This design comes from an exercise in tuning for small area and a short achievable clock period on the open sky130 flow, not from production work. Only simulation tests tie the RTL to the original design; equivalence was not proved.

==> flow/design.v <==
module clock_divider #(parameter BASE_SPEED = 50000000) (input logic clk, input logic[19:0] speed, input logic reset, output logic outClk);
		localparam counterBits = $clog2(BASE_SPEED);
		logic[(counterBits-1):0] counter;
		logic newClk, rstTrigger, counterRst;
		logic[3:0] shiftReg;
		always @(posedge clk)
		begin
			if (shiftReg == 4'b1111) 
			begin 
				rstTrigger <= 1;
				counter <= 0;
			end
			else if (counterRst)
			begin
				rstTrigger <= 0;
				counter <= 0;
			end
			else 
			begin 
				rstTrigger <= 0;
				counter <= counter + 1; 
			end
			shiftReg <= {shiftReg[2:0], reset};
		end
		always_comb
		begin
			if (rstTrigger) 
			begin 
				newClk = 1'b0; 
				counterRst = 1'b0;
			end
			else if (speed == 0) 
			begin 
				newClk = 1'b0; 
				counterRst = 1'b0;
			end
			else if (counter <= ((BASE_SPEED / speed) / 2))
			begin
				newClk = 1'b0;
				counterRst = 1'b0;
			end
			else if (counter <= (BASE_SPEED / speed)) 
			begin 
				newClk = 1'b1; 
				counterRst = 1'b0;
			end
			else 
			begin 
				newClk = 1'b0;
				counterRst = 1'b1;
			end
		end
		assign outClk = newClk;
endmodule
==> flow/run.sh <==
#!/bin/bash
# synth_recipe.tcl (not shown) runs the flow's synth.tcl, then flattens the netlist and writes it again
# the make line also repeats each setting of config.mk as NAME=value (left out here)
make -C /OpenROAD-flow-scripts/flow DESIGN_CONFIG=/design/flow/config.mk WORK_HOME=/design/flow/orfs CLKGATE_MAP_FILE= SYNTH_SCRIPT=/design/flow/synth_recipe.tcl finish
==> flow/config.mk <==
export PLATFORM = sky130hd
export DESIGN_NAME = clock_divider
export DESIGN_NICKNAME = clock_divider
export VERILOG_FILES = /design/flow/design.v
export SDC_FILE = /design/flow/constraint.sdc
export NUM_CORES = 4
export LEC_CHECK = 0
export CAP_MARGIN = 20
export CORE_MARGIN = 2
export CORE_UTILIZATION = 40
export SLEW_MARGIN = 20
==> flow/constraint.sdc <==
create_clock -name core_clock -period 140.0 [get_ports {clk}]
set_input_delay 28.0000 -clock core_clock [delete_from_list [all_inputs] [get_ports {clk}]]
set_output_delay 28.0000 -clock core_clock [all_outputs]
set_load 0.01 [all_outputs]
==> flow_summary.json, run 1 <==
{
  "cp.depth": 399,
  "buffers": 223,
  "status": "no timing/DRC/antenna violations",
  "top_layer_used": "met4",
  "cp-startpoint": "speed[12]",
  "vias": 32100,
  "report.final.slew_viol_count": 0,
  "regArea_um2": 621,
  "synth.area.top_cells": "ha_1, nor2_1, a21oi_1, nand2_1, xnor2_1",
  "dr.first_iter.drc_count": 2492,
  "reg_top3": "counter: 26 flops, shiftReg: 4 flops, rstTrigger: 1 flops",
  "grt_util_met1": 0.345,
  "synth_simple_gate_area_frac": 0.265,
  "dieArea_um2": 74100,
  "pre_cts_slack_ps": -1040,
  "start_kind": "input port",
  "slew_headroom": 0.414,
  "cp_data_required_time_ps": 112000,
  "critPathArrivalTime_ps": 107380,
  "dieHeight_um": 272,
  "period_minus_slack_ps": 135380,
  "initial_core_util": 0.403,
  "nFillCells": 7453,
  "clock_area_frac": 0.00539,
  "grt_pass1_wl_mm": 158,
  "clkLatencyLatePin_ps": 290,
  "synth_top_area_frac": 0.204,
  "nWellTaps": 950,
  "worstSetupPathType": "input port to primary output",
  "design.seq.count": 31,
  "r2r_start": "counter[1]",
  "core_area_um2": 71400,
  "critical_path_peak_fanout": 39,
  "synth_xor_xnor_area_share": 0.0906
}
==> run 2: changes to the inputs <==
==> flow/design.v (replaced) <==
module clock_divider #(parameter BASE_SPEED = 50000000) (input logic clk, input logic[19:0] speed, input logic reset, output logic outClk);
	logic [25:0] counter;
	logic rstTrigger;
	logic [3:0] shiftReg;
	logic [19:0] speedOr;    
	always_comb begin
		speedOr[19] = speed[19];
		for (int k = 18; k >= 0; k--) speedOr[k] = speedOr[k+1] | speed[k];
	end
	logic big;
	always_comb begin
		big = 1'b0;
		for (int i = 7; i < 26; i++) big = big | (counter[i] & speedOr[26-i]);
	end
	wire [12:0] d1, d2, d3;
	for (genvar j = 0; j < 13; j++) begin : g_dig
		assign d1[j] = counter[2*j] & ~counter[2*j+1];
		assign d2[j] = ~counter[2*j] & counter[2*j+1];
		assign d3[j] = counter[2*j] & counter[2*j+1];
	end
	wire [21:0] s3 = {2'b0, speed} + {1'b0, speed, 1'b0};
	wire [26:0] prod;
	wire pp_0_0;
	wire pp_0_1;
	wire pp_0_2;
	wire pp_0_3;
	wire pp_0_4;
	wire pp_0_5;
	wire pp_0_6;
	wire pp_0_7;
	wire pp_0_8;
	wire pp_0_9;
	wire pp_0_10;
	wire pp_0_11;
	wire pp_0_12;
	wire pp_0_13;
	wire pp_0_14;
	wire pp_0_15;
	wire pp_0_16;
	wire pp_0_17;
	wire pp_0_18;
	wire pp_0_19;
	wire pp_0_20;
	wire pp_0_21;
	wire pp_1_0;
	wire pp_1_1;
	wire pp_1_2;
	wire pp_1_3;
	wire pp_1_4;
	wire pp_1_5;
	wire pp_1_6;
	wire pp_1_7;
	wire pp_1_8;
	wire pp_1_9;
	wire pp_1_10;
	wire pp_1_11;
	wire pp_1_12;
	wire pp_1_13;
	wire pp_1_14;
	wire pp_1_15;
	wire pp_1_16;
	wire pp_1_17;
	wire pp_1_18;
	wire pp_1_19;
	wire pp_1_20;
	wire pp_1_21;
	wire pp_2_0;
	wire pp_2_1;
	wire pp_2_2;
	wire pp_2_3;
	wire pp_2_4;
	wire pp_2_5;
	wire pp_2_6;
	wire pp_2_7;
	wire pp_2_8;
	wire pp_2_9;
	wire pp_2_10;
	wire pp_2_11;
	wire pp_2_12;
	wire pp_2_13;
	wire pp_2_14;
	wire pp_2_15;
	wire pp_2_16;
	wire pp_2_17;
	wire pp_2_18;
	wire pp_2_19;
	wire pp_2_20;
	wire pp_2_21;
	wire pp_3_0;
	wire pp_3_1;
	wire pp_3_2;
	wire pp_3_3;
	wire pp_3_4;
	wire pp_3_5;
	wire pp_3_6;
	wire pp_3_7;
	wire pp_3_8;
	wire pp_3_9;
	wire pp_3_10;
	wire pp_3_11;
	wire pp_3_12;
	wire pp_3_13;
	wire pp_3_14;
	wire pp_3_15;
	wire pp_3_16;
	wire pp_3_17;
	wire pp_3_18;
	wire pp_3_19;
	wire pp_3_20;
	wire pp_4_0;
	wire pp_4_1;
	wire pp_4_2;
	wire pp_4_3;
	wire pp_4_4;
	wire pp_4_5;
	wire pp_4_6;
	wire pp_4_7;
	wire pp_4_8;
	wire pp_4_9;
	wire pp_4_10;
	wire pp_4_11;
	wire pp_4_12;
	wire pp_4_13;
	wire pp_4_14;
	wire pp_4_15;
	wire pp_4_16;
	wire pp_4_17;
	wire pp_4_18;
	wire pp_5_0;
	wire pp_5_1;
	wire pp_5_2;
	wire pp_5_3;
	wire pp_5_4;
	wire pp_5_5;
	wire pp_5_6;
	wire pp_5_7;
	wire pp_5_8;
	wire pp_5_9;
	wire pp_5_10;
	wire pp_5_11;
	wire pp_5_12;
	wire pp_5_13;
	wire pp_5_14;
	wire pp_5_15;
	wire pp_5_16;
	wire pp_6_0;
	wire pp_6_1;
	wire pp_6_2;
	wire pp_6_3;
	wire pp_6_4;
	wire pp_6_5;
	wire pp_6_6;
	wire pp_6_7;
	wire pp_6_8;
	wire pp_6_9;
	wire pp_6_10;
	wire pp_6_11;
	wire pp_6_12;
	wire pp_6_13;
	wire pp_6_14;
	wire pp_7_0;
	wire pp_7_1;
	wire pp_7_2;
	wire pp_7_3;
	wire pp_7_4;
	wire pp_7_5;
	wire pp_7_6;
	wire pp_7_7;
	wire pp_7_8;
	wire pp_7_9;
	wire pp_7_10;
	wire pp_7_11;
	wire pp_7_12;
	wire pp_8_0;
	wire pp_8_1;
	wire pp_8_2;
	wire pp_8_3;
	wire pp_8_4;
	wire pp_8_5;
	wire pp_8_6;
	wire pp_8_7;
	wire pp_8_8;
	wire pp_8_9;
	wire pp_8_10;
	wire pp_9_0;
	wire pp_9_1;
	wire pp_9_2;
	wire pp_9_3;
	wire pp_9_4;
	wire pp_9_5;
	wire pp_9_6;
	wire pp_9_7;
	wire pp_9_8;
	wire pp_10_0;
	wire pp_10_1;
	wire pp_10_2;
	wire pp_10_3;
	wire pp_10_4;
	wire pp_10_5;
	wire pp_10_6;
	wire pp_11_0;
	wire pp_11_1;
	wire pp_11_2;
	wire pp_11_3;
	wire pp_11_4;
	wire pp_12_0;
	wire pp_12_1;
	wire pp_12_2;
	wire hs1;
	wire hc2;
	wire fs3;
	wire fc4;
	wire fs5;
	wire fc6;
	wire hs7;
	wire hc8;
	wire fs9;
	wire fc10;
	wire fs11;
	wire fc12;
	wire fs13;
	wire fc14;
	wire fs15;
	wire fc16;
	wire fs17;
	wire fc18;
	wire fs19;
	wire fc20;
	wire fs21;
	wire fc22;
	wire fs23;
	wire fc24;
	wire fs25;
	wire fc26;
	wire fs27;
	wire fc28;
	wire fs29;
	wire fc30;
	wire hs31;
	wire hc32;
	wire hs33;
	wire hc34;
	wire fs35;
	wire fc36;
	wire fs37;
	wire fc38;
	wire hs39;
	wire hc40;
	wire fs41;
	wire fc42;
	wire fs43;
	wire fc44;
	wire fs45;
	wire fc46;
	wire fs47;
	wire fc48;
	wire hs49;
	wire hc50;
	wire fs51;
	wire fc52;
	wire fs53;
	wire fc54;
	wire fs55;
	wire fc56;
	wire fs57;
	wire fc58;
	wire fs59;
	wire fc60;
	wire fs61;
	wire fc62;
	wire fs63;
	wire fc64;
	wire fs65;
	wire fc66;
	wire fs67;
	wire fc68;
	wire fs69;
	wire fc70;
	wire fs71;
	wire fc72;
	wire fs73;
	wire fc74;
	wire fs75;
	wire fc76;
	wire fs77;
	wire fc78;
	wire fs79;
	wire fc80;
	wire fs81;
	wire fc82;
	wire fs83;
	wire fc84;
	wire fs85;
	wire fc86;
	wire fs87;
	wire fc88;
	wire fs89;
	wire fc90;
	wire fs91;
	wire fc92;
	wire fs93;
	wire fc94;
	wire fs95;
	wire fc96;
	wire fs97;
	wire fc98;
	wire fs99;
	wire fc100;
	wire fs101;
	wire fc102;
	wire fs103;
	wire fc104;
	wire fs105;
	wire fc106;
	wire fs107;
	wire fc108;
	wire fs109;
	wire fc110;
	wire hs111;
	wire hc112;
	wire fs113;
	wire fc114;
	wire fs115;
	wire fc116;
	wire hs117;
	wire hc118;
	wire fs119;
	wire fc120;
	wire fs121;
	wire fc122;
	wire fs123;
	wire fc124;
	wire fs125;
	wire fc126;
	wire fs127;
	wire fc128;
	wire fs129;
	wire fc130;
	wire fs131;
	wire fc132;
	wire fs133;
	wire fc134;
	wire fs135;
	wire fc136;
	wire fs137;
	wire fc138;
	wire fs139;
	wire fc140;
	wire fs141;
	wire fc142;
	wire fs143;
	wire fc144;
	wire fs145;
	wire fc146;
	wire fs147;
	wire fc148;
	wire fs149;
	wire fc150;
	wire fs151;
	wire fc152;
	wire fs153;
	wire fc154;
	wire fs155;
	wire fc156;
	wire fs157;
	wire fc158;
	wire fs159;
	wire fc160;
	wire fs161;
	wire fc162;
	wire fs163;
	wire fc164;
	wire fs165;
	wire fc166;
	wire fs167;
	wire fc168;
	wire fs169;
	wire fc170;
	wire fs171;
	wire fc172;
	wire fs173;
	wire fc174;
	wire fs175;
	wire fc176;
	wire fs177;
	wire fc178;
	wire fs179;
	wire fc180;
	wire fs181;
	wire fc182;
	wire hs183;
	wire hc184;
	wire fs185;
	wire fc186;
	wire fs187;
	wire fc188;
	wire fs189;
	wire fc190;
	wire fs191;
	wire fc192;
	wire fs193;
	wire fc194;
	wire fs195;
	wire fc196;
	wire fs197;
	wire fc198;
	wire fs199;
	wire fc200;
	wire fs201;
	wire fc202;
	wire fs203;
	wire fc204;
	wire fs205;
	wire fc206;
	wire fs207;
	wire fc208;
	wire fs209;
	wire fc210;
	wire fs211;
	wire fc212;
	wire fs213;
	wire fc214;
	wire fs215;
	wire fc216;
	wire fs217;
	wire fc218;
	wire fs219;
	wire fc220;
	wire fs221;
	wire fc222;
	wire fs223;
	wire fc224;
	wire hs225;
	wire hc226;
	wire fs227;
	wire fc228;
	wire fs229;
	wire fc230;
	wire fs231;
	wire fc232;
	wire fs233;
	wire fc234;
	wire fs235;
	wire fc236;
	wire fs237;
	wire fc238;
	wire fs239;
	wire fc240;
	wire fs241;
	wire fc242;
	wire fs243;
	wire fc244;
	wire fs245;
	wire fc246;
	wire fs247;
	wire fc248;
	wire fs249;
	wire fc250;
	wire fs251;
	wire fc252;
	wire fs253;
	wire fc254;
	wire fs255;
	wire fc256;
	wire fs257;
	wire fc258;
	wire fs259;
	wire fc260;
	wire fs261;
	wire fc262;
	wire fs263;
	wire fc264;
	wire fs265;
	wire fc266;
	wire fs267;
	wire fc268;
	wire fs269;
	wire fc270;
	wire hs271;
	wire hc272;
	wire fs273;
	wire fc274;
	wire fs275;
	wire fc276;
	wire fs277;
	wire fc278;
	wire fs279;
	wire fc280;
	wire fs281;
	wire fc282;
	wire fs283;
	wire fc284;
	wire fs285;
	wire fc286;
	wire fs287;
	wire fc288;
	wire fs289;
	wire fc290;
	wire fs291;
	wire fc292;
	wire fs293;
	wire fc294;
	wire fs295;
	wire fc296;
	wire fs297;
	wire fc298;
	wire fs299;
	wire fc300;
	wire fs301;
	wire fc302;
	wire fs303;
	wire fc304;
	wire fs305;
	wire fc306;
	wire fs307;
	wire fc308;
	wire fs309;
	wire fc310;
	wire fs311;
	wire fc312;
	wire fs313;
	wire fc314;
	wire fs315;
	wire fc316;
	wire fs317;
	wire fc318;
	wire ls319;
	assign pp_0_0 = ((d1[0] & speed[0]) | (d3[0] & s3[0]));
	assign pp_0_1 = ((d1[0] & speed[1]) | (d2[0] & speed[0]) | (d3[0] & s3[1]));
	assign pp_0_2 = ((d1[0] & speed[2]) | (d2[0] & speed[1]) | (d3[0] & s3[2]));
	assign pp_0_3 = ((d1[0] & speed[3]) | (d2[0] & speed[2]) | (d3[0] & s3[3]));
	assign pp_0_4 = ((d1[0] & speed[4]) | (d2[0] & speed[3]) | (d3[0] & s3[4]));
	assign pp_0_5 = ((d1[0] & speed[5]) | (d2[0] & speed[4]) | (d3[0] & s3[5]));
	assign pp_0_6 = ((d1[0] & speed[6]) | (d2[0] & speed[5]) | (d3[0] & s3[6]));
	assign pp_0_7 = ((d1[0] & speed[7]) | (d2[0] & speed[6]) | (d3[0] & s3[7]));
	assign pp_0_8 = ((d1[0] & speed[8]) | (d2[0] & speed[7]) | (d3[0] & s3[8]));
	assign pp_0_9 = ((d1[0] & speed[9]) | (d2[0] & speed[8]) | (d3[0] & s3[9]));
	assign pp_0_10 = ((d1[0] & speed[10]) | (d2[0] & speed[9]) | (d3[0] & s3[10]));
	assign pp_0_11 = ((d1[0] & speed[11]) | (d2[0] & speed[10]) | (d3[0] & s3[11]));
	assign pp_0_12 = ((d1[0] & speed[12]) | (d2[0] & speed[11]) | (d3[0] & s3[12]));
	assign pp_0_13 = ((d1[0] & speed[13]) | (d2[0] & speed[12]) | (d3[0] & s3[13]));
	assign pp_0_14 = ((d1[0] & speed[14]) | (d2[0] & speed[13]) | (d3[0] & s3[14]));
	assign pp_0_15 = ((d1[0] & speed[15]) | (d2[0] & speed[14]) | (d3[0] & s3[15]));
	assign pp_0_16 = ((d1[0] & speed[16]) | (d2[0] & speed[15]) | (d3[0] & s3[16]));
	assign pp_0_17 = ((d1[0] & speed[17]) | (d2[0] & speed[16]) | (d3[0] & s3[17]));
	assign pp_0_18 = ((d1[0] & speed[18]) | (d2[0] & speed[17]) | (d3[0] & s3[18]));
	assign pp_0_19 = ((d1[0] & speed[19]) | (d2[0] & speed[18]) | (d3[0] & s3[19]));
	assign pp_0_20 = ((d2[0] & speed[19]) | (d3[0] & s3[20]));
	assign pp_0_21 = ((d3[0] & s3[21]));
	assign pp_1_0 = ((d1[1] & speed[0]) | (d3[1] & s3[0]));
	assign pp_1_1 = ((d1[1] & speed[1]) | (d2[1] & speed[0]) | (d3[1] & s3[1]));
	assign pp_1_2 = ((d1[1] & speed[2]) | (d2[1] & speed[1]) | (d3[1] & s3[2]));
	assign pp_1_3 = ((d1[1] & speed[3]) | (d2[1] & speed[2]) | (d3[1] & s3[3]));
	assign pp_1_4 = ((d1[1] & speed[4]) | (d2[1] & speed[3]) | (d3[1] & s3[4]));
	assign pp_1_5 = ((d1[1] & speed[5]) | (d2[1] & speed[4]) | (d3[1] & s3[5]));
	assign pp_1_6 = ((d1[1] & speed[6]) | (d2[1] & speed[5]) | (d3[1] & s3[6]));
	assign pp_1_7 = ((d1[1] & speed[7]) | (d2[1] & speed[6]) | (d3[1] & s3[7]));
	assign pp_1_8 = ((d1[1] & speed[8]) | (d2[1] & speed[7]) | (d3[1] & s3[8]));
	assign pp_1_9 = ((d1[1] & speed[9]) | (d2[1] & speed[8]) | (d3[1] & s3[9]));
	assign pp_1_10 = ((d1[1] & speed[10]) | (d2[1] & speed[9]) | (d3[1] & s3[10]));
	assign pp_1_11 = ((d1[1] & speed[11]) | (d2[1] & speed[10]) | (d3[1] & s3[11]));
	assign pp_1_12 = ((d1[1] & speed[12]) | (d2[1] & speed[11]) | (d3[1] & s3[12]));
	assign pp_1_13 = ((d1[1] & speed[13]) | (d2[1] & speed[12]) | (d3[1] & s3[13]));
	assign pp_1_14 = ((d1[1] & speed[14]) | (d2[1] & speed[13]) | (d3[1] & s3[14]));
	assign pp_1_15 = ((d1[1] & speed[15]) | (d2[1] & speed[14]) | (d3[1] & s3[15]));
	assign pp_1_16 = ((d1[1] & speed[16]) | (d2[1] & speed[15]) | (d3[1] & s3[16]));
	assign pp_1_17 = ((d1[1] & speed[17]) | (d2[1] & speed[16]) | (d3[1] & s3[17]));
	assign pp_1_18 = ((d1[1] & speed[18]) | (d2[1] & speed[17]) | (d3[1] & s3[18]));
	assign pp_1_19 = ((d1[1] & speed[19]) | (d2[1] & speed[18]) | (d3[1] & s3[19]));
	assign pp_1_20 = ((d2[1] & speed[19]) | (d3[1] & s3[20]));
	assign pp_1_21 = ((d3[1] & s3[21]));
	assign pp_2_0 = ((d1[2] & speed[0]) | (d3[2] & s3[0]));
	assign pp_2_1 = ((d1[2] & speed[1]) | (d2[2] & speed[0]) | (d3[2] & s3[1]));
	assign pp_2_2 = ((d1[2] & speed[2]) | (d2[2] & speed[1]) | (d3[2] & s3[2]));
	assign pp_2_3 = ((d1[2] & speed[3]) | (d2[2] & speed[2]) | (d3[2] & s3[3]));
	assign pp_2_4 = ((d1[2] & speed[4]) | (d2[2] & speed[3]) | (d3[2] & s3[4]));
	assign pp_2_5 = ((d1[2] & speed[5]) | (d2[2] & speed[4]) | (d3[2] & s3[5]));
	assign pp_2_6 = ((d1[2] & speed[6]) | (d2[2] & speed[5]) | (d3[2] & s3[6]));
	assign pp_2_7 = ((d1[2] & speed[7]) | (d2[2] & speed[6]) | (d3[2] & s3[7]));
	assign pp_2_8 = ((d1[2] & speed[8]) | (d2[2] & speed[7]) | (d3[2] & s3[8]));
	assign pp_2_9 = ((d1[2] & speed[9]) | (d2[2] & speed[8]) | (d3[2] & s3[9]));
	assign pp_2_10 = ((d1[2] & speed[10]) | (d2[2] & speed[9]) | (d3[2] & s3[10]));
	assign pp_2_11 = ((d1[2] & speed[11]) | (d2[2] & speed[10]) | (d3[2] & s3[11]));
	assign pp_2_12 = ((d1[2] & speed[12]) | (d2[2] & speed[11]) | (d3[2] & s3[12]));
	assign pp_2_13 = ((d1[2] & speed[13]) | (d2[2] & speed[12]) | (d3[2] & s3[13]));
	assign pp_2_14 = ((d1[2] & speed[14]) | (d2[2] & speed[13]) | (d3[2] & s3[14]));
	assign pp_2_15 = ((d1[2] & speed[15]) | (d2[2] & speed[14]) | (d3[2] & s3[15]));
	assign pp_2_16 = ((d1[2] & speed[16]) | (d2[2] & speed[15]) | (d3[2] & s3[16]));
	assign pp_2_17 = ((d1[2] & speed[17]) | (d2[2] & speed[16]) | (d3[2] & s3[17]));
	assign pp_2_18 = ((d1[2] & speed[18]) | (d2[2] & speed[17]) | (d3[2] & s3[18]));
	assign pp_2_19 = ((d1[2] & speed[19]) | (d2[2] & speed[18]) | (d3[2] & s3[19]));
	assign pp_2_20 = ((d2[2] & speed[19]) | (d3[2] & s3[20]));
	assign pp_2_21 = ((d3[2] & s3[21]));
	assign pp_3_0 = ((d1[3] & speed[0]) | (d3[3] & s3[0]));
	assign pp_3_1 = ((d1[3] & speed[1]) | (d2[3] & speed[0]) | (d3[3] & s3[1]));
	assign pp_3_2 = ((d1[3] & speed[2]) | (d2[3] & speed[1]) | (d3[3] & s3[2]));
	assign pp_3_3 = ((d1[3] & speed[3]) | (d2[3] & speed[2]) | (d3[3] & s3[3]));
	assign pp_3_4 = ((d1[3] & speed[4]) | (d2[3] & speed[3]) | (d3[3] & s3[4]));
	assign pp_3_5 = ((d1[3] & speed[5]) | (d2[3] & speed[4]) | (d3[3] & s3[5]));
	assign pp_3_6 = ((d1[3] & speed[6]) | (d2[3] & speed[5]) | (d3[3] & s3[6]));
	assign pp_3_7 = ((d1[3] & speed[7]) | (d2[3] & speed[6]) | (d3[3] & s3[7]));
	assign pp_3_8 = ((d1[3] & speed[8]) | (d2[3] & speed[7]) | (d3[3] & s3[8]));
	assign pp_3_9 = ((d1[3] & speed[9]) | (d2[3] & speed[8]) | (d3[3] & s3[9]));
	assign pp_3_10 = ((d1[3] & speed[10]) | (d2[3] & speed[9]) | (d3[3] & s3[10]));
	assign pp_3_11 = ((d1[3] & speed[11]) | (d2[3] & speed[10]) | (d3[3] & s3[11]));
	assign pp_3_12 = ((d1[3] & speed[12]) | (d2[3] & speed[11]) | (d3[3] & s3[12]));
	assign pp_3_13 = ((d1[3] & speed[13]) | (d2[3] & speed[12]) | (d3[3] & s3[13]));
	assign pp_3_14 = ((d1[3] & speed[14]) | (d2[3] & speed[13]) | (d3[3] & s3[14]));
	assign pp_3_15 = ((d1[3] & speed[15]) | (d2[3] & speed[14]) | (d3[3] & s3[15]));
	assign pp_3_16 = ((d1[3] & speed[16]) | (d2[3] & speed[15]) | (d3[3] & s3[16]));
	assign pp_3_17 = ((d1[3] & speed[17]) | (d2[3] & speed[16]) | (d3[3] & s3[17]));
	assign pp_3_18 = ((d1[3] & speed[18]) | (d2[3] & speed[17]) | (d3[3] & s3[18]));
	assign pp_3_19 = ((d1[3] & speed[19]) | (d2[3] & speed[18]) | (d3[3] & s3[19]));
	assign pp_3_20 = ((d2[3] & speed[19]) | (d3[3] & s3[20]));
	assign pp_4_0 = ((d1[4] & speed[0]) | (d3[4] & s3[0]));
	assign pp_4_1 = ((d1[4] & speed[1]) | (d2[4] & speed[0]) | (d3[4] & s3[1]));
	assign pp_4_2 = ((d1[4] & speed[2]) | (d2[4] & speed[1]) | (d3[4] & s3[2]));
	assign pp_4_3 = ((d1[4] & speed[3]) | (d2[4] & speed[2]) | (d3[4] & s3[3]));
	assign pp_4_4 = ((d1[4] & speed[4]) | (d2[4] & speed[3]) | (d3[4] & s3[4]));
	assign pp_4_5 = ((d1[4] & speed[5]) | (d2[4] & speed[4]) | (d3[4] & s3[5]));
	assign pp_4_6 = ((d1[4] & speed[6]) | (d2[4] & speed[5]) | (d3[4] & s3[6]));
	assign pp_4_7 = ((d1[4] & speed[7]) | (d2[4] & speed[6]) | (d3[4] & s3[7]));
	assign pp_4_8 = ((d1[4] & speed[8]) | (d2[4] & speed[7]) | (d3[4] & s3[8]));
	assign pp_4_9 = ((d1[4] & speed[9]) | (d2[4] & speed[8]) | (d3[4] & s3[9]));
	assign pp_4_10 = ((d1[4] & speed[10]) | (d2[4] & speed[9]) | (d3[4] & s3[10]));
	assign pp_4_11 = ((d1[4] & speed[11]) | (d2[4] & speed[10]) | (d3[4] & s3[11]));
	assign pp_4_12 = ((d1[4] & speed[12]) | (d2[4] & speed[11]) | (d3[4] & s3[12]));
	assign pp_4_13 = ((d1[4] & speed[13]) | (d2[4] & speed[12]) | (d3[4] & s3[13]));
	assign pp_4_14 = ((d1[4] & speed[14]) | (d2[4] & speed[13]) | (d3[4] & s3[14]));
	assign pp_4_15 = ((d1[4] & speed[15]) | (d2[4] & speed[14]) | (d3[4] & s3[15]));
	assign pp_4_16 = ((d1[4] & speed[16]) | (d2[4] & speed[15]) | (d3[4] & s3[16]));
	assign pp_4_17 = ((d1[4] & speed[17]) | (d2[4] & speed[16]) | (d3[4] & s3[17]));
	assign pp_4_18 = ((d1[4] & speed[18]) | (d2[4] & speed[17]) | (d3[4] & s3[18]));
	assign pp_5_0 = ((d1[5] & speed[0]) | (d3[5] & s3[0]));
	assign pp_5_1 = ((d1[5] & speed[1]) | (d2[5] & speed[0]) | (d3[5] & s3[1]));
	assign pp_5_2 = ((d1[5] & speed[2]) | (d2[5] & speed[1]) | (d3[5] & s3[2]));
	assign pp_5_3 = ((d1[5] & speed[3]) | (d2[5] & speed[2]) | (d3[5] & s3[3]));
	assign pp_5_4 = ((d1[5] & speed[4]) | (d2[5] & speed[3]) | (d3[5] & s3[4]));
	assign pp_5_5 = ((d1[5] & speed[5]) | (d2[5] & speed[4]) | (d3[5] & s3[5]));
	assign pp_5_6 = ((d1[5] & speed[6]) | (d2[5] & speed[5]) | (d3[5] & s3[6]));
	assign pp_5_7 = ((d1[5] & speed[7]) | (d2[5] & speed[6]) | (d3[5] & s3[7]));
	assign pp_5_8 = ((d1[5] & speed[8]) | (d2[5] & speed[7]) | (d3[5] & s3[8]));
	assign pp_5_9 = ((d1[5] & speed[9]) | (d2[5] & speed[8]) | (d3[5] & s3[9]));
	assign pp_5_10 = ((d1[5] & speed[10]) | (d2[5] & speed[9]) | (d3[5] & s3[10]));
	assign pp_5_11 = ((d1[5] & speed[11]) | (d2[5] & speed[10]) | (d3[5] & s3[11]));
	assign pp_5_12 = ((d1[5] & speed[12]) | (d2[5] & speed[11]) | (d3[5] & s3[12]));
	assign pp_5_13 = ((d1[5] & speed[13]) | (d2[5] & speed[12]) | (d3[5] & s3[13]));
	assign pp_5_14 = ((d1[5] & speed[14]) | (d2[5] & speed[13]) | (d3[5] & s3[14]));
	assign pp_5_15 = ((d1[5] & speed[15]) | (d2[5] & speed[14]) | (d3[5] & s3[15]));
	assign pp_5_16 = ((d1[5] & speed[16]) | (d2[5] & speed[15]) | (d3[5] & s3[16]));
	assign pp_6_0 = ((d1[6] & speed[0]) | (d3[6] & s3[0]));
	assign pp_6_1 = ((d1[6] & speed[1]) | (d2[6] & speed[0]) | (d3[6] & s3[1]));
	assign pp_6_2 = ((d1[6] & speed[2]) | (d2[6] & speed[1]) | (d3[6] & s3[2]));
	assign pp_6_3 = ((d1[6] & speed[3]) | (d2[6] & speed[2]) | (d3[6] & s3[3]));
	assign pp_6_4 = ((d1[6] & speed[4]) | (d2[6] & speed[3]) | (d3[6] & s3[4]));
	assign pp_6_5 = ((d1[6] & speed[5]) | (d2[6] & speed[4]) | (d3[6] & s3[5]));
	assign pp_6_6 = ((d1[6] & speed[6]) | (d2[6] & speed[5]) | (d3[6] & s3[6]));
	assign pp_6_7 = ((d1[6] & speed[7]) | (d2[6] & speed[6]) | (d3[6] & s3[7]));
	assign pp_6_8 = ((d1[6] & speed[8]) | (d2[6] & speed[7]) | (d3[6] & s3[8]));
	assign pp_6_9 = ((d1[6] & speed[9]) | (d2[6] & speed[8]) | (d3[6] & s3[9]));
	assign pp_6_10 = ((d1[6] & speed[10]) | (d2[6] & speed[9]) | (d3[6] & s3[10]));
	assign pp_6_11 = ((d1[6] & speed[11]) | (d2[6] & speed[10]) | (d3[6] & s3[11]));
	assign pp_6_12 = ((d1[6] & speed[12]) | (d2[6] & speed[11]) | (d3[6] & s3[12]));
	assign pp_6_13 = ((d1[6] & speed[13]) | (d2[6] & speed[12]) | (d3[6] & s3[13]));
	assign pp_6_14 = ((d1[6] & speed[14]) | (d2[6] & speed[13]) | (d3[6] & s3[14]));
	assign pp_7_0 = ((d1[7] & speed[0]) | (d3[7] & s3[0]));
	assign pp_7_1 = ((d1[7] & speed[1]) | (d2[7] & speed[0]) | (d3[7] & s3[1]));
	assign pp_7_2 = ((d1[7] & speed[2]) | (d2[7] & speed[1]) | (d3[7] & s3[2]));
	assign pp_7_3 = ((d1[7] & speed[3]) | (d2[7] & speed[2]) | (d3[7] & s3[3]));
	assign pp_7_4 = ((d1[7] & speed[4]) | (d2[7] & speed[3]) | (d3[7] & s3[4]));
	assign pp_7_5 = ((d1[7] & speed[5]) | (d2[7] & speed[4]) | (d3[7] & s3[5]));
	assign pp_7_6 = ((d1[7] & speed[6]) | (d2[7] & speed[5]) | (d3[7] & s3[6]));
	assign pp_7_7 = ((d1[7] & speed[7]) | (d2[7] & speed[6]) | (d3[7] & s3[7]));
	assign pp_7_8 = ((d1[7] & speed[8]) | (d2[7] & speed[7]) | (d3[7] & s3[8]));
	assign pp_7_9 = ((d1[7] & speed[9]) | (d2[7] & speed[8]) | (d3[7] & s3[9]));
	assign pp_7_10 = ((d1[7] & speed[10]) | (d2[7] & speed[9]) | (d3[7] & s3[10]));
	assign pp_7_11 = ((d1[7] & speed[11]) | (d2[7] & speed[10]) | (d3[7] & s3[11]));
	assign pp_7_12 = ((d1[7] & speed[12]) | (d2[7] & speed[11]) | (d3[7] & s3[12]));
	assign pp_8_0 = ((d1[8] & speed[0]) | (d3[8] & s3[0]));
	assign pp_8_1 = ((d1[8] & speed[1]) | (d2[8] & speed[0]) | (d3[8] & s3[1]));
	assign pp_8_2 = ((d1[8] & speed[2]) | (d2[8] & speed[1]) | (d3[8] & s3[2]));
	assign pp_8_3 = ((d1[8] & speed[3]) | (d2[8] & speed[2]) | (d3[8] & s3[3]));
	assign pp_8_4 = ((d1[8] & speed[4]) | (d2[8] & speed[3]) | (d3[8] & s3[4]));
	assign pp_8_5 = ((d1[8] & speed[5]) | (d2[8] & speed[4]) | (d3[8] & s3[5]));
	assign pp_8_6 = ((d1[8] & speed[6]) | (d2[8] & speed[5]) | (d3[8] & s3[6]));
	assign pp_8_7 = ((d1[8] & speed[7]) | (d2[8] & speed[6]) | (d3[8] & s3[7]));
	assign pp_8_8 = ((d1[8] & speed[8]) | (d2[8] & speed[7]) | (d3[8] & s3[8]));
	assign pp_8_9 = ((d1[8] & speed[9]) | (d2[8] & speed[8]) | (d3[8] & s3[9]));
	assign pp_8_10 = ((d1[8] & speed[10]) | (d2[8] & speed[9]) | (d3[8] & s3[10]));
	assign pp_9_0 = ((d1[9] & speed[0]) | (d3[9] & s3[0]));
	assign pp_9_1 = ((d1[9] & speed[1]) | (d2[9] & speed[0]) | (d3[9] & s3[1]));
	assign pp_9_2 = ((d1[9] & speed[2]) | (d2[9] & speed[1]) | (d3[9] & s3[2]));
	assign pp_9_3 = ((d1[9] & speed[3]) | (d2[9] & speed[2]) | (d3[9] & s3[3]));
	assign pp_9_4 = ((d1[9] & speed[4]) | (d2[9] & speed[3]) | (d3[9] & s3[4]));
	assign pp_9_5 = ((d1[9] & speed[5]) | (d2[9] & speed[4]) | (d3[9] & s3[5]));
	assign pp_9_6 = ((d1[9] & speed[6]) | (d2[9] & speed[5]) | (d3[9] & s3[6]));
	assign pp_9_7 = ((d1[9] & speed[7]) | (d2[9] & speed[6]) | (d3[9] & s3[7]));
	assign pp_9_8 = ((d1[9] & speed[8]) | (d2[9] & speed[7]) | (d3[9] & s3[8]));
	assign pp_10_0 = ((d1[10] & speed[0]) | (d3[10] & s3[0]));
	assign pp_10_1 = ((d1[10] & speed[1]) | (d2[10] & speed[0]) | (d3[10] & s3[1]));
	assign pp_10_2 = ((d1[10] & speed[2]) | (d2[10] & speed[1]) | (d3[10] & s3[2]));
	assign pp_10_3 = ((d1[10] & speed[3]) | (d2[10] & speed[2]) | (d3[10] & s3[3]));
	assign pp_10_4 = ((d1[10] & speed[4]) | (d2[10] & speed[3]) | (d3[10] & s3[4]));
	assign pp_10_5 = ((d1[10] & speed[5]) | (d2[10] & speed[4]) | (d3[10] & s3[5]));
	assign pp_10_6 = ((d1[10] & speed[6]) | (d2[10] & speed[5]) | (d3[10] & s3[6]));
	assign pp_11_0 = ((d1[11] & speed[0]) | (d3[11] & s3[0]));
	assign pp_11_1 = ((d1[11] & speed[1]) | (d2[11] & speed[0]) | (d3[11] & s3[1]));
	assign pp_11_2 = ((d1[11] & speed[2]) | (d2[11] & speed[1]) | (d3[11] & s3[2]));
	assign pp_11_3 = ((d1[11] & speed[3]) | (d2[11] & speed[2]) | (d3[11] & s3[3]));
	assign pp_11_4 = ((d1[11] & speed[4]) | (d2[11] & speed[3]) | (d3[11] & s3[4]));
	assign pp_12_0 = ((d1[12] & speed[0]) | (d3[12] & s3[0]));
	assign pp_12_1 = ((d1[12] & speed[1]) | (d2[12] & speed[0]) | (d3[12] & s3[1]));
	assign pp_12_2 = ((d1[12] & speed[2]) | (d2[12] & speed[1]) | (d3[12] & s3[2]));
	assign hs1 = pp_0_18 ^ pp_1_16;
	assign hc2 = pp_0_18 & pp_1_16;
	assign fs3 = pp_0_19 ^ pp_1_17 ^ pp_2_15;
	assign fc4 = (pp_0_19 & pp_1_17) | (pp_0_19 & pp_2_15) | (pp_1_17 & pp_2_15);
	assign fs5 = pp_0_20 ^ pp_1_18 ^ pp_2_16;
	assign fc6 = (pp_0_20 & pp_1_18) | (pp_0_20 & pp_2_16) | (pp_1_18 & pp_2_16);
	assign hs7 = pp_3_14 ^ pp_4_12;
	assign hc8 = pp_3_14 & pp_4_12;
	assign fs9 = pp_0_21 ^ pp_1_19 ^ pp_2_17;
	assign fc10 = (pp_0_21 & pp_1_19) | (pp_0_21 & pp_2_17) | (pp_1_19 & pp_2_17);
	assign fs11 = pp_3_15 ^ pp_4_13 ^ pp_5_11;
	assign fc12 = (pp_3_15 & pp_4_13) | (pp_3_15 & pp_5_11) | (pp_4_13 & pp_5_11);
	assign fs13 = pp_1_20 ^ pp_2_18 ^ pp_3_16;
	assign fc14 = (pp_1_20 & pp_2_18) | (pp_1_20 & pp_3_16) | (pp_2_18 & pp_3_16);
	assign fs15 = pp_4_14 ^ pp_5_12 ^ pp_6_10;
	assign fc16 = (pp_4_14 & pp_5_12) | (pp_4_14 & pp_6_10) | (pp_5_12 & pp_6_10);
	assign fs17 = pp_1_21 ^ pp_2_19 ^ pp_3_17;
	assign fc18 = (pp_1_21 & pp_2_19) | (pp_1_21 & pp_3_17) | (pp_2_19 & pp_3_17);
	assign fs19 = pp_4_15 ^ pp_5_13 ^ pp_6_11;
	assign fc20 = (pp_4_15 & pp_5_13) | (pp_4_15 & pp_6_11) | (pp_5_13 & pp_6_11);
	assign fs21 = pp_2_20 ^ pp_3_18 ^ pp_4_16;
	assign fc22 = (pp_2_20 & pp_3_18) | (pp_2_20 & pp_4_16) | (pp_3_18 & pp_4_16);
	assign fs23 = pp_5_14 ^ pp_6_12 ^ pp_7_10;
	assign fc24 = (pp_5_14 & pp_6_12) | (pp_5_14 & pp_7_10) | (pp_6_12 & pp_7_10);
	assign fs25 = pp_2_21 ^ pp_3_19 ^ pp_4_17;
	assign fc26 = (pp_2_21 & pp_3_19) | (pp_2_21 & pp_4_17) | (pp_3_19 & pp_4_17);
	assign fs27 = pp_5_15 ^ pp_6_13 ^ pp_7_11;
	assign fc28 = (pp_5_15 & pp_6_13) | (pp_5_15 & pp_7_11) | (pp_6_13 & pp_7_11);
	assign fs29 = pp_3_20 ^ pp_4_18 ^ pp_5_16;
	assign fc30 = (pp_3_20 & pp_4_18) | (pp_3_20 & pp_5_16) | (pp_4_18 & pp_5_16);
	assign hs31 = pp_6_14 ^ pp_7_12;
	assign hc32 = pp_6_14 & pp_7_12;
	assign hs33 = pp_0_12 ^ pp_1_10;
	assign hc34 = pp_0_12 & pp_1_10;
	assign fs35 = pp_0_13 ^ pp_1_11 ^ pp_2_9;
	assign fc36 = (pp_0_13 & pp_1_11) | (pp_0_13 & pp_2_9) | (pp_1_11 & pp_2_9);
	assign fs37 = pp_0_14 ^ pp_1_12 ^ pp_2_10;
	assign fc38 = (pp_0_14 & pp_1_12) | (pp_0_14 & pp_2_10) | (pp_1_12 & pp_2_10);
	assign hs39 = pp_3_8 ^ pp_4_6;
	assign hc40 = pp_3_8 & pp_4_6;
	assign fs41 = pp_0_15 ^ pp_1_13 ^ pp_2_11;
	assign fc42 = (pp_0_15 & pp_1_13) | (pp_0_15 & pp_2_11) | (pp_1_13 & pp_2_11);
	assign fs43 = pp_3_9 ^ pp_4_7 ^ pp_5_5;
	assign fc44 = (pp_3_9 & pp_4_7) | (pp_3_9 & pp_5_5) | (pp_4_7 & pp_5_5);
	assign fs45 = pp_0_16 ^ pp_1_14 ^ pp_2_12;
	assign fc46 = (pp_0_16 & pp_1_14) | (pp_0_16 & pp_2_12) | (pp_1_14 & pp_2_12);
	assign fs47 = pp_3_10 ^ pp_4_8 ^ pp_5_6;
	assign fc48 = (pp_3_10 & pp_4_8) | (pp_3_10 & pp_5_6) | (pp_4_8 & pp_5_6);
	assign hs49 = pp_6_4 ^ pp_7_2;
	assign hc50 = pp_6_4 & pp_7_2;
	assign fs51 = pp_0_17 ^ pp_1_15 ^ pp_2_13;
	assign fc52 = (pp_0_17 & pp_1_15) | (pp_0_17 & pp_2_13) | (pp_1_15 & pp_2_13);
	assign fs53 = pp_3_11 ^ pp_4_9 ^ pp_5_7;
	assign fc54 = (pp_3_11 & pp_4_9) | (pp_3_11 & pp_5_7) | (pp_4_9 & pp_5_7);
	assign fs55 = pp_6_5 ^ pp_7_3 ^ pp_8_1;
	assign fc56 = (pp_6_5 & pp_7_3) | (pp_6_5 & pp_8_1) | (pp_7_3 & pp_8_1);
	assign fs57 = pp_2_14 ^ pp_3_12 ^ pp_4_10;
	assign fc58 = (pp_2_14 & pp_3_12) | (pp_2_14 & pp_4_10) | (pp_3_12 & pp_4_10);
	assign fs59 = pp_5_8 ^ pp_6_6 ^ pp_7_4;
	assign fc60 = (pp_5_8 & pp_6_6) | (pp_5_8 & pp_7_4) | (pp_6_6 & pp_7_4);
	assign fs61 = pp_8_2 ^ pp_9_0 ^ hs1;
	assign fc62 = (pp_8_2 & pp_9_0) | (pp_8_2 & hs1) | (pp_9_0 & hs1);
	assign fs63 = pp_3_13 ^ pp_4_11 ^ pp_5_9;
	assign fc64 = (pp_3_13 & pp_4_11) | (pp_3_13 & pp_5_9) | (pp_4_11 & pp_5_9);
	assign fs65 = pp_6_7 ^ pp_7_5 ^ pp_8_3;
	assign fc66 = (pp_6_7 & pp_7_5) | (pp_6_7 & pp_8_3) | (pp_7_5 & pp_8_3);
	assign fs67 = pp_9_1 ^ hc2 ^ fs3;
	assign fc68 = (pp_9_1 & hc2) | (pp_9_1 & fs3) | (hc2 & fs3);
	assign fs69 = pp_5_10 ^ pp_6_8 ^ pp_7_6;
	assign fc70 = (pp_5_10 & pp_6_8) | (pp_5_10 & pp_7_6) | (pp_6_8 & pp_7_6);
	assign fs71 = pp_8_4 ^ pp_9_2 ^ pp_10_0;
	assign fc72 = (pp_8_4 & pp_9_2) | (pp_8_4 & pp_10_0) | (pp_9_2 & pp_10_0);
	assign fs73 = fc4 ^ fs5 ^ hs7;
	assign fc74 = (fc4 & fs5) | (fc4 & hs7) | (fs5 & hs7);
	assign fs75 = pp_6_9 ^ pp_7_7 ^ pp_8_5;
	assign fc76 = (pp_6_9 & pp_7_7) | (pp_6_9 & pp_8_5) | (pp_7_7 & pp_8_5);
	assign fs77 = pp_9_3 ^ pp_10_1 ^ fc6;
	assign fc78 = (pp_9_3 & pp_10_1) | (pp_9_3 & fc6) | (pp_10_1 & fc6);
	assign fs79 = hc8 ^ fs9 ^ fs11;
	assign fc80 = (hc8 & fs9) | (hc8 & fs11) | (fs9 & fs11);
	assign fs81 = pp_7_8 ^ pp_8_6 ^ pp_9_4;
	assign fc82 = (pp_7_8 & pp_8_6) | (pp_7_8 & pp_9_4) | (pp_8_6 & pp_9_4);
	assign fs83 = pp_10_2 ^ pp_11_0 ^ fc10;
	assign fc84 = (pp_10_2 & pp_11_0) | (pp_10_2 & fc10) | (pp_11_0 & fc10);
	assign fs85 = fc12 ^ fs13 ^ fs15;
	assign fc86 = (fc12 & fs13) | (fc12 & fs15) | (fs13 & fs15);
	assign fs87 = pp_7_9 ^ pp_8_7 ^ pp_9_5;
	assign fc88 = (pp_7_9 & pp_8_7) | (pp_7_9 & pp_9_5) | (pp_8_7 & pp_9_5);
	assign fs89 = pp_10_3 ^ pp_11_1 ^ fc14;
	assign fc90 = (pp_10_3 & pp_11_1) | (pp_10_3 & fc14) | (pp_11_1 & fc14);
	assign fs91 = fc16 ^ fs17 ^ fs19;
	assign fc92 = (fc16 & fs17) | (fc16 & fs19) | (fs17 & fs19);
	assign fs93 = pp_8_8 ^ pp_9_6 ^ pp_10_4;
	assign fc94 = (pp_8_8 & pp_9_6) | (pp_8_8 & pp_10_4) | (pp_9_6 & pp_10_4);
	assign fs95 = pp_11_2 ^ pp_12_0 ^ fc18;
	assign fc96 = (pp_11_2 & pp_12_0) | (pp_11_2 & fc18) | (pp_12_0 & fc18);
	assign fs97 = fc20 ^ fs21 ^ fs23;
	assign fc98 = (fc20 & fs21) | (fc20 & fs23) | (fs21 & fs23);
	assign fs99 = pp_8_9 ^ pp_9_7 ^ pp_10_5;
	assign fc100 = (pp_8_9 & pp_9_7) | (pp_8_9 & pp_10_5) | (pp_9_7 & pp_10_5);
	assign fs101 = pp_11_3 ^ pp_12_1 ^ fc22;
	assign fc102 = (pp_11_3 & pp_12_1) | (pp_11_3 & fc22) | (pp_12_1 & fc22);
	assign fs103 = fc24 ^ fs25 ^ fs27;
	assign fc104 = (fc24 & fs25) | (fc24 & fs27) | (fs25 & fs27);
	assign fs105 = pp_8_10 ^ pp_9_8 ^ pp_10_6;
	assign fc106 = (pp_8_10 & pp_9_8) | (pp_8_10 & pp_10_6) | (pp_9_8 & pp_10_6);
	assign fs107 = pp_11_4 ^ pp_12_2 ^ fc26;
	assign fc108 = (pp_11_4 & pp_12_2) | (pp_11_4 & fc26) | (pp_12_2 & fc26);
	assign fs109 = fc28 ^ fs29 ^ hs31;
	assign fc110 = (fc28 & fs29) | (fc28 & hs31) | (fs29 & hs31);
	assign hs111 = pp_0_8 ^ pp_1_6;
	assign hc112 = pp_0_8 & pp_1_6;
	assign fs113 = pp_0_9 ^ pp_1_7 ^ pp_2_5;
	assign fc114 = (pp_0_9 & pp_1_7) | (pp_0_9 & pp_2_5) | (pp_1_7 & pp_2_5);
	assign fs115 = pp_0_10 ^ pp_1_8 ^ pp_2_6;
	assign fc116 = (pp_0_10 & pp_1_8) | (pp_0_10 & pp_2_6) | (pp_1_8 & pp_2_6);
	assign hs117 = pp_3_4 ^ pp_4_2;
	assign hc118 = pp_3_4 & pp_4_2;
	assign fs119 = pp_0_11 ^ pp_1_9 ^ pp_2_7;
	assign fc120 = (pp_0_11 & pp_1_9) | (pp_0_11 & pp_2_7) | (pp_1_9 & pp_2_7);
	assign fs121 = pp_3_5 ^ pp_4_3 ^ pp_5_1;
	assign fc122 = (pp_3_5 & pp_4_3) | (pp_3_5 & pp_5_1) | (pp_4_3 & pp_5_1);
	assign fs123 = pp_2_8 ^ pp_3_6 ^ pp_4_4;
	assign fc124 = (pp_2_8 & pp_3_6) | (pp_2_8 & pp_4_4) | (pp_3_6 & pp_4_4);
	assign fs125 = pp_5_2 ^ pp_6_0 ^ hs33;
	assign fc126 = (pp_5_2 & pp_6_0) | (pp_5_2 & hs33) | (pp_6_0 & hs33);
	assign fs127 = pp_3_7 ^ pp_4_5 ^ pp_5_3;
	assign fc128 = (pp_3_7 & pp_4_5) | (pp_3_7 & pp_5_3) | (pp_4_5 & pp_5_3);
	assign fs129 = pp_6_1 ^ hc34 ^ fs35;
	assign fc130 = (pp_6_1 & hc34) | (pp_6_1 & fs35) | (hc34 & fs35);
	assign fs131 = pp_5_4 ^ pp_6_2 ^ pp_7_0;
	assign fc132 = (pp_5_4 & pp_6_2) | (pp_5_4 & pp_7_0) | (pp_6_2 & pp_7_0);
	assign fs133 = fc36 ^ fs37 ^ hs39;
	assign fc134 = (fc36 & fs37) | (fc36 & hs39) | (fs37 & hs39);
	assign fs135 = pp_6_3 ^ pp_7_1 ^ fc38;
	assign fc136 = (pp_6_3 & pp_7_1) | (pp_6_3 & fc38) | (pp_7_1 & fc38);
	assign fs137 = hc40 ^ fs41 ^ fs43;
	assign fc138 = (hc40 & fs41) | (hc40 & fs43) | (fs41 & fs43);
	assign fs139 = pp_8_0 ^ fc42 ^ fc44;
	assign fc140 = (pp_8_0 & fc42) | (pp_8_0 & fc44) | (fc42 & fc44);
	assign fs141 = fs45 ^ fs47 ^ hs49;
	assign fc142 = (fs45 & fs47) | (fs45 & hs49) | (fs47 & hs49);
	assign fs143 = fc46 ^ fc48 ^ hc50;
	assign fc144 = (fc46 & fc48) | (fc46 & hc50) | (fc48 & hc50);
	assign fs145 = fs51 ^ fs53 ^ fs55;
	assign fc146 = (fs51 & fs53) | (fs51 & fs55) | (fs53 & fs55);
	assign fs147 = fc52 ^ fc54 ^ fc56;
	assign fc148 = (fc52 & fc54) | (fc52 & fc56) | (fc54 & fc56);
	assign fs149 = fs57 ^ fs59 ^ fs61;
	assign fc150 = (fs57 & fs59) | (fs57 & fs61) | (fs59 & fs61);
	assign fs151 = fc58 ^ fc60 ^ fc62;
	assign fc152 = (fc58 & fc60) | (fc58 & fc62) | (fc60 & fc62);
	assign fs153 = fs63 ^ fs65 ^ fs67;
	assign fc154 = (fs63 & fs65) | (fs63 & fs67) | (fs65 & fs67);
	assign fs155 = fc64 ^ fc66 ^ fc68;
	assign fc156 = (fc64 & fc66) | (fc64 & fc68) | (fc66 & fc68);
	assign fs157 = fs69 ^ fs71 ^ fs73;
	assign fc158 = (fs69 & fs71) | (fs69 & fs73) | (fs71 & fs73);
	assign fs159 = fc70 ^ fc72 ^ fc74;
	assign fc160 = (fc70 & fc72) | (fc70 & fc74) | (fc72 & fc74);
	assign fs161 = fs75 ^ fs77 ^ fs79;
	assign fc162 = (fs75 & fs77) | (fs75 & fs79) | (fs77 & fs79);
	assign fs163 = fc76 ^ fc78 ^ fc80;
	assign fc164 = (fc76 & fc78) | (fc76 & fc80) | (fc78 & fc80);
	assign fs165 = fs81 ^ fs83 ^ fs85;
	assign fc166 = (fs81 & fs83) | (fs81 & fs85) | (fs83 & fs85);
	assign fs167 = fc82 ^ fc84 ^ fc86;
	assign fc168 = (fc82 & fc84) | (fc82 & fc86) | (fc84 & fc86);
	assign fs169 = fs87 ^ fs89 ^ fs91;
	assign fc170 = (fs87 & fs89) | (fs87 & fs91) | (fs89 & fs91);
	assign fs171 = fc88 ^ fc90 ^ fc92;
	assign fc172 = (fc88 & fc90) | (fc88 & fc92) | (fc90 & fc92);
	assign fs173 = fs93 ^ fs95 ^ fs97;
	assign fc174 = (fs93 & fs95) | (fs93 & fs97) | (fs95 & fs97);
	assign fs175 = fc94 ^ fc96 ^ fc98;
	assign fc176 = (fc94 & fc96) | (fc94 & fc98) | (fc96 & fc98);
	assign fs177 = fs99 ^ fs101 ^ fs103;
	assign fc178 = (fs99 & fs101) | (fs99 & fs103) | (fs101 & fs103);
	assign fs179 = fc100 ^ fc102 ^ fc104;
	assign fc180 = (fc100 & fc102) | (fc100 & fc104) | (fc102 & fc104);
	assign fs181 = fs105 ^ fs107 ^ fs109;
	assign fc182 = (fs105 & fs107) | (fs105 & fs109) | (fs107 & fs109);
	assign hs183 = pp_0_6 ^ pp_1_4;
	assign hc184 = pp_0_6 & pp_1_4;
	assign fs185 = pp_0_7 ^ pp_1_5 ^ pp_2_3;
	assign fc186 = (pp_0_7 & pp_1_5) | (pp_0_7 & pp_2_3) | (pp_1_5 & pp_2_3);
	assign fs187 = pp_2_4 ^ pp_3_2 ^ pp_4_0;
	assign fc188 = (pp_2_4 & pp_3_2) | (pp_2_4 & pp_4_0) | (pp_3_2 & pp_4_0);
	assign fs189 = pp_3_3 ^ pp_4_1 ^ hc112;
	assign fc190 = (pp_3_3 & pp_4_1) | (pp_3_3 & hc112) | (pp_4_1 & hc112);
	assign fs191 = pp_5_0 ^ fc114 ^ fs115;
	assign fc192 = (pp_5_0 & fc114) | (pp_5_0 & fs115) | (fc114 & fs115);
	assign fs193 = fc116 ^ hc118 ^ fs119;
	assign fc194 = (fc116 & hc118) | (fc116 & fs119) | (hc118 & fs119);
	assign fs195 = fc120 ^ fc122 ^ fs123;
	assign fc196 = (fc120 & fc122) | (fc120 & fs123) | (fc122 & fs123);
	assign fs197 = fc124 ^ fc126 ^ fs127;
	assign fc198 = (fc124 & fc126) | (fc124 & fs127) | (fc126 & fs127);
	assign fs199 = fc128 ^ fc130 ^ fs131;
	assign fc200 = (fc128 & fc130) | (fc128 & fs131) | (fc130 & fs131);
	assign fs201 = fc132 ^ fc134 ^ fs135;
	assign fc202 = (fc132 & fc134) | (fc132 & fs135) | (fc134 & fs135);
	assign fs203 = fc136 ^ fc138 ^ fs139;
	assign fc204 = (fc136 & fc138) | (fc136 & fs139) | (fc138 & fs139);
	assign fs205 = fc140 ^ fc142 ^ fs143;
	assign fc206 = (fc140 & fc142) | (fc140 & fs143) | (fc142 & fs143);
	assign fs207 = fc144 ^ fc146 ^ fs147;
	assign fc208 = (fc144 & fc146) | (fc144 & fs147) | (fc146 & fs147);
	assign fs209 = fc148 ^ fc150 ^ fs151;
	assign fc210 = (fc148 & fc150) | (fc148 & fs151) | (fc150 & fs151);
	assign fs211 = fc152 ^ fc154 ^ fs155;
	assign fc212 = (fc152 & fc154) | (fc152 & fs155) | (fc154 & fs155);
	assign fs213 = fc156 ^ fc158 ^ fs159;
	assign fc214 = (fc156 & fc158) | (fc156 & fs159) | (fc158 & fs159);
	assign fs215 = fc160 ^ fc162 ^ fs163;
	assign fc216 = (fc160 & fc162) | (fc160 & fs163) | (fc162 & fs163);
	assign fs217 = fc164 ^ fc166 ^ fs167;
	assign fc218 = (fc164 & fc166) | (fc164 & fs167) | (fc166 & fs167);
	assign fs219 = fc168 ^ fc170 ^ fs171;
	assign fc220 = (fc168 & fc170) | (fc168 & fs171) | (fc170 & fs171);
	assign fs221 = fc172 ^ fc174 ^ fs175;
	assign fc222 = (fc172 & fc174) | (fc172 & fs175) | (fc174 & fs175);
	assign fs223 = fc176 ^ fc178 ^ fs179;
	assign fc224 = (fc176 & fc178) | (fc176 & fs179) | (fc178 & fs179);
	assign hs225 = pp_0_4 ^ pp_1_2;
	assign hc226 = pp_0_4 & pp_1_2;
	assign fs227 = pp_0_5 ^ pp_1_3 ^ pp_2_1;
	assign fc228 = (pp_0_5 & pp_1_3) | (pp_0_5 & pp_2_1) | (pp_1_3 & pp_2_1);
	assign fs229 = pp_2_2 ^ pp_3_0 ^ hs183;
	assign fc230 = (pp_2_2 & pp_3_0) | (pp_2_2 & hs183) | (pp_3_0 & hs183);
	assign fs231 = pp_3_1 ^ hc184 ^ fs185;
	assign fc232 = (pp_3_1 & hc184) | (pp_3_1 & fs185) | (hc184 & fs185);
	assign fs233 = hs111 ^ fc186 ^ fs187;
	assign fc234 = (hs111 & fc186) | (hs111 & fs187) | (fc186 & fs187);
	assign fs235 = fs113 ^ fc188 ^ fs189;
	assign fc236 = (fs113 & fc188) | (fs113 & fs189) | (fc188 & fs189);
	assign fs237 = hs117 ^ fc190 ^ fs191;
	assign fc238 = (hs117 & fc190) | (hs117 & fs191) | (fc190 & fs191);
	assign fs239 = fs121 ^ fc192 ^ fs193;
	assign fc240 = (fs121 & fc192) | (fs121 & fs193) | (fc192 & fs193);
	assign fs241 = fs125 ^ fc194 ^ fs195;
	assign fc242 = (fs125 & fc194) | (fs125 & fs195) | (fc194 & fs195);
	assign fs243 = fs129 ^ fc196 ^ fs197;
	assign fc244 = (fs129 & fc196) | (fs129 & fs197) | (fc196 & fs197);
	assign fs245 = fs133 ^ fc198 ^ fs199;
	assign fc246 = (fs133 & fc198) | (fs133 & fs199) | (fc198 & fs199);
	assign fs247 = fs137 ^ fc200 ^ fs201;
	assign fc248 = (fs137 & fc200) | (fs137 & fs201) | (fc200 & fs201);
	assign fs249 = fs141 ^ fc202 ^ fs203;
	assign fc250 = (fs141 & fc202) | (fs141 & fs203) | (fc202 & fs203);
	assign fs251 = fs145 ^ fc204 ^ fs205;
	assign fc252 = (fs145 & fc204) | (fs145 & fs205) | (fc204 & fs205);
	assign fs253 = fs149 ^ fc206 ^ fs207;
	assign fc254 = (fs149 & fc206) | (fs149 & fs207) | (fc206 & fs207);
	assign fs255 = fs153 ^ fc208 ^ fs209;
	assign fc256 = (fs153 & fc208) | (fs153 & fs209) | (fc208 & fs209);
	assign fs257 = fs157 ^ fc210 ^ fs211;
	assign fc258 = (fs157 & fc210) | (fs157 & fs211) | (fc210 & fs211);
	assign fs259 = fs161 ^ fc212 ^ fs213;
	assign fc260 = (fs161 & fc212) | (fs161 & fs213) | (fc212 & fs213);
	assign fs261 = fs165 ^ fc214 ^ fs215;
	assign fc262 = (fs165 & fc214) | (fs165 & fs215) | (fc214 & fs215);
	assign fs263 = fs169 ^ fc216 ^ fs217;
	assign fc264 = (fs169 & fc216) | (fs169 & fs217) | (fc216 & fs217);
	assign fs265 = fs173 ^ fc218 ^ fs219;
	assign fc266 = (fs173 & fc218) | (fs173 & fs219) | (fc218 & fs219);
	assign fs267 = fs177 ^ fc220 ^ fs221;
	assign fc268 = (fs177 & fc220) | (fs177 & fs221) | (fc220 & fs221);
	assign fs269 = fs181 ^ fc222 ^ fs223;
	assign fc270 = (fs181 & fc222) | (fs181 & fs223) | (fc222 & fs223);
	assign hs271 = pp_0_2 ^ pp_1_0;
	assign hc272 = pp_0_2 & pp_1_0;
	assign fs273 = pp_0_3 ^ pp_1_1 ^ hc272;
	assign fc274 = (pp_0_3 & pp_1_1) | (pp_0_3 & hc272) | (pp_1_1 & hc272);
	assign fs275 = pp_2_0 ^ hs225 ^ fc274;
	assign fc276 = (pp_2_0 & hs225) | (pp_2_0 & fc274) | (hs225 & fc274);
	assign fs277 = hc226 ^ fs227 ^ fc276;
	assign fc278 = (hc226 & fs227) | (hc226 & fc276) | (fs227 & fc276);
	assign fs279 = fc228 ^ fs229 ^ fc278;
	assign fc280 = (fc228 & fs229) | (fc228 & fc278) | (fs229 & fc278);
	assign fs281 = fc230 ^ fs231 ^ fc280;
	assign fc282 = (fc230 & fs231) | (fc230 & fc280) | (fs231 & fc280);
	assign fs283 = fc232 ^ fs233 ^ fc282;
	assign fc284 = (fc232 & fs233) | (fc232 & fc282) | (fs233 & fc282);
	assign fs285 = fc234 ^ fs235 ^ fc284;
	assign fc286 = (fc234 & fs235) | (fc234 & fc284) | (fs235 & fc284);
	assign fs287 = fc236 ^ fs237 ^ fc286;
	assign fc288 = (fc236 & fs237) | (fc236 & fc286) | (fs237 & fc286);
	assign fs289 = fc238 ^ fs239 ^ fc288;
	assign fc290 = (fc238 & fs239) | (fc238 & fc288) | (fs239 & fc288);
	assign fs291 = fc240 ^ fs241 ^ fc290;
	assign fc292 = (fc240 & fs241) | (fc240 & fc290) | (fs241 & fc290);
	assign fs293 = fc242 ^ fs243 ^ fc292;
	assign fc294 = (fc242 & fs243) | (fc242 & fc292) | (fs243 & fc292);
	assign fs295 = fc244 ^ fs245 ^ fc294;
	assign fc296 = (fc244 & fs245) | (fc244 & fc294) | (fs245 & fc294);
	assign fs297 = fc246 ^ fs247 ^ fc296;
	assign fc298 = (fc246 & fs247) | (fc246 & fc296) | (fs247 & fc296);
	assign fs299 = fc248 ^ fs249 ^ fc298;
	assign fc300 = (fc248 & fs249) | (fc248 & fc298) | (fs249 & fc298);
	assign fs301 = fc250 ^ fs251 ^ fc300;
	assign fc302 = (fc250 & fs251) | (fc250 & fc300) | (fs251 & fc300);
	assign fs303 = fc252 ^ fs253 ^ fc302;
	assign fc304 = (fc252 & fs253) | (fc252 & fc302) | (fs253 & fc302);
	assign fs305 = fc254 ^ fs255 ^ fc304;
	assign fc306 = (fc254 & fs255) | (fc254 & fc304) | (fs255 & fc304);
	assign fs307 = fc256 ^ fs257 ^ fc306;
	assign fc308 = (fc256 & fs257) | (fc256 & fc306) | (fs257 & fc306);
	assign fs309 = fc258 ^ fs259 ^ fc308;
	assign fc310 = (fc258 & fs259) | (fc258 & fc308) | (fs259 & fc308);
	assign fs311 = fc260 ^ fs261 ^ fc310;
	assign fc312 = (fc260 & fs261) | (fc260 & fc310) | (fs261 & fc310);
	assign fs313 = fc262 ^ fs263 ^ fc312;
	assign fc314 = (fc262 & fs263) | (fc262 & fc312) | (fs263 & fc312);
	assign fs315 = fc264 ^ fs265 ^ fc314;
	assign fc316 = (fc264 & fs265) | (fc264 & fc314) | (fs265 & fc314);
	assign fs317 = fc266 ^ fs267 ^ fc316;
	assign fc318 = (fc266 & fs267) | (fc266 & fc316) | (fs267 & fc316);
	assign ls319 = fc268 ^ fs269 ^ fc318;
	assign prod = {ls319, fs317, fs315, fs313, fs311, fs309, fs307, fs305, fs303, fs301, fs299, fs297, fs295, fs293, fs291, fs289, fs287, fs285, fs283, fs281, fs279, fs277, fs275, fs273, hs271, pp_0_1, pp_0_0};
	wire leFull = !big && prod <= 27'(BASE_SPEED);
	wire leHalf = !big && prod <= 27'(BASE_SPEED / 2);
	wire active = !rstTrigger && (speed != 0);
	wire counterRst = active && !leFull;
	assign outClk = active && leFull && !leHalf;
	always @(posedge clk) begin
		if (shiftReg == 4'b1111) begin
			rstTrigger <= 1'b1;
			counter <= '0;
		end else if (counterRst) begin
			rstTrigger <= 1'b0;
			counter <= '0;
		end else begin
			rstTrigger <= 1'b0;
			counter <= counter + 1'b1;
		end
		shiftReg <= {shiftReg[2:0], reset};
	end
endmodule
==> flow_summary.json, run 2 <==
{
  "synthArstFlopShare": 0,
  "reg_top3": "counter: 26 flops, shiftReg: 4 flops, rstTrigger: 1 flops",
  "dieArea_um2": 26000,
  "finalHoldViolCount": 0,
  "grtUsageTotal": 0.276,
  "worstSetupPathType": "input port to primary output",
  "start_kind": "input port",
  "status": "no timing/DRC/antenna violations",
  "area_delta_synth_final_pct": 7.03,
  "ios": 23,
  "synth_edf_count": 0,
  "drt-total-wl_mm": 35.4,
  "dr.pass1.iters": 9,
  "die_w_um": 161,
  "ys_types": 64,
  "grt_pass1_wl_mm": 55.2,
  "place.gp.congestion": 1.04,
  "path_clk_slew_ps": 50,
  "cts_tree": "done",
  "synth_ff_type": "dfxtp_1",
  "synth.most_common_cell": "inv_1",
  "crit_path_max_incr_delay_ps": 1080,
  "synth_area_per_cell_um2": 7.58,
  "final_layout_size_suffix_gt1_frac": 0.0466,
  "antenna_found_initial": 1,
  "drv_cap": 0,
  "largest_reg_flops": 26,
  "cts_max_level": 2,
  "worst_slew_pin_slew_ps": 1170,
  "report.final.slew_viol_count": 0,
  "vias_per_cell": 5.97,
  "grt_overflow": 0,
  "layout.nets": 1472,
  "vias": 9513,
  "synth_commonest_cells": "inv_1, nand2_1, fa_1",
  "crit_path_end_kind": "primary output",
  "drcViolationCount": 0,
  "period_share": 0.505,
  "grt_setup_unrepaired": "no",
  "crit_family": "adder cells",
  "clkLatencyLatePin_ps": 280,
  "cp_data_required_time_ps": 112000,
  "grt_pass1_vias": 9334,
  "ys_ff_latch": 31,
  "synth_area_um2": 9900,
  "synth.area.top_cells": "fa_1, inv_1, dfxtp_1, o21ai_0, nand2_1",
  "fin_tns_setup_ps": 0,
  "cp.buffers_inverters": 10,
  "cts_made_buffers": 5,
  "grt_max_degree": 42,
  "portBuffers": 22,
  "core_area_um2": 24300,
  "finalSetupViolCount": 0,
  "clockBufferDepth": 2,
  "ys_warn_count": 1,
  "clkSinkCount": 31,
  "crit_slowest_cell": "clkdlybuf4s50_1",
  "nFillCells": 2470,
  "top_register": "counter",
  "critPathArrivalTime_ps": 42660,
  "rows": 57,
  "slew_headroom": 0.215,
  "place_hpwl_mm": 27.3,
  "holdCritPathClass": "flip-flop to flip-flop",
  "cts.repair.resized": 0,
  "critical_path_peak_fanout": 24,
  "period_minus_slack_ps": 70660,
  "skew_ps": 5.02,
  "postCtsHoldBufs": 0,
  "synth_top_cell_by_area": "fa_1",
  "critPathMostFrequentCell": "fa_1",
  "synth_top_area_frac": 0.285,
  "initial_core_util": 0.407,
  "cts-root-buf": "clkbuf_16",
  "max_freq_mhz": 14.2,
  "dieHeight_um": 161,
  "final_common_cell": "inv_1",
  "final_cell_mix": "inv_1, nand2_1, fa_1, o21ai_0, a22oi_1",
  "dr.first_iter.drc_count": 1162,
  "r2r_start": "counter[5]",
  "cp-startpoint": "speed[0]",
  "synth_fp_nets": 1513,
  "wire_per_inst_um": 22.2,
  "seq_area_frac_synth": 0.0627,
  "worstHoldStart": "shiftReg[1]",
  "drtAntennaViolNets": 0,
  "postCtsSetupBuffers": 0,
  "syn_inst": 1307
}
## run 2: metrics by stage
step / area [um2] / hold WS [ps] / cells / setup WS, ps / util
2_1_floorplan: 9900 / 324 / 1307 / 72150 / -
3_3_place_gp: 10400 / 332 / 1583 / 69700 / 0.428
3_5_place_dp: 10400 / 334 / 1583 / 69430 / 0.428
4_1_cts: 10600 / 348 / 1591 / 69430 / 0.436
5_1_grt: 10600 / 354 / 1593 / 68590 / 0.436
6_report: 10600 / 346 / 1593 / 69340 / 0.436
## run 2: routing by layer
layer | global-route usage | part of all wire | up-vias
met1 | 0.368 | 0.40 | 4549
met4 | 0.147 | 0.059 | 0
li1 | - | - | 4280
met2 | 0.441 | 0.45 | 575
met3 | 0.0344 | 0.093 | 109
met5 | 0 | 0 | -
## run 2: final cells by class
type	instances	area [um2]	area share
multi-input combinational	968	8100	0.764
clock inverter	2	60.1	0.00567
inverter	194	728	0.0687
clock buffer	6	129	0.0122
sequential	31	621	0.0586
tap	324	405	0.0383
timing repair buffer	66	551	0.0520
antenna	2	5.00	0.000472
## run 2: final timing paths
path            endpoint  cells past startpoint  slack (ps)
min          shiftReg[2]                      0         350
max               outClk                     50       69340
max reg2reg   counter[7]                     45      126950
min reg2reg  shiftReg[2]                      0         350
## run 2: cells by family after synthesis
family	count (synthesis)	share of synthesized area
compound gates	346	0.232
xor+xnor	59	0.0564
fa+ha+maj	184	0.339
buf+inv	308	0.119
flops	31	0.0627
mux	32	0.0324
simple gates	347	0.158
## run 2: worst reg2reg max path: cells and delay by family (launching register included)
family,cells,cell delay [ps]
AOI/OAI and AO/OA,2,740
xor gates and xnor gates,9,2170
adders and majority gates,22,7350
buffers and inverters,10,1220
DFF,1,310
and+or+nand+nor,2,1110

-- static timing again, ports no longer ideal --
In the flow no input, the clock included, has a driving cell. The finished layouts below were timed again as built, in two steps.
Step 1 assumes that a clkbuf_16 drives the clock port and a buf_2 every other input.
Step 2 times the ports against the registers' clock, not the clock port: input delays grow and output delays shrink by t, the midpoint of the rising clock arrivals with the driver on.
Slacks: no drivers / after step 1 / after step 2; pairs: no drivers / after step 1.
| run | t, ns | slack for setup (ns) | cell pins on the clock port's net |
|---|---|---|---|
| run 1 | 0.326 | 4.625 / 4.600 / 4.600 | 1 |
| run 2 | 0.307 | 69.342 / 69.318 / 69.318 | 1 |
After both steps setup and hold are still met in every run listed. The setup slack of run 1, which loses most, moves by -0.025 ns with the drivers and by -0.025 ns with both steps.
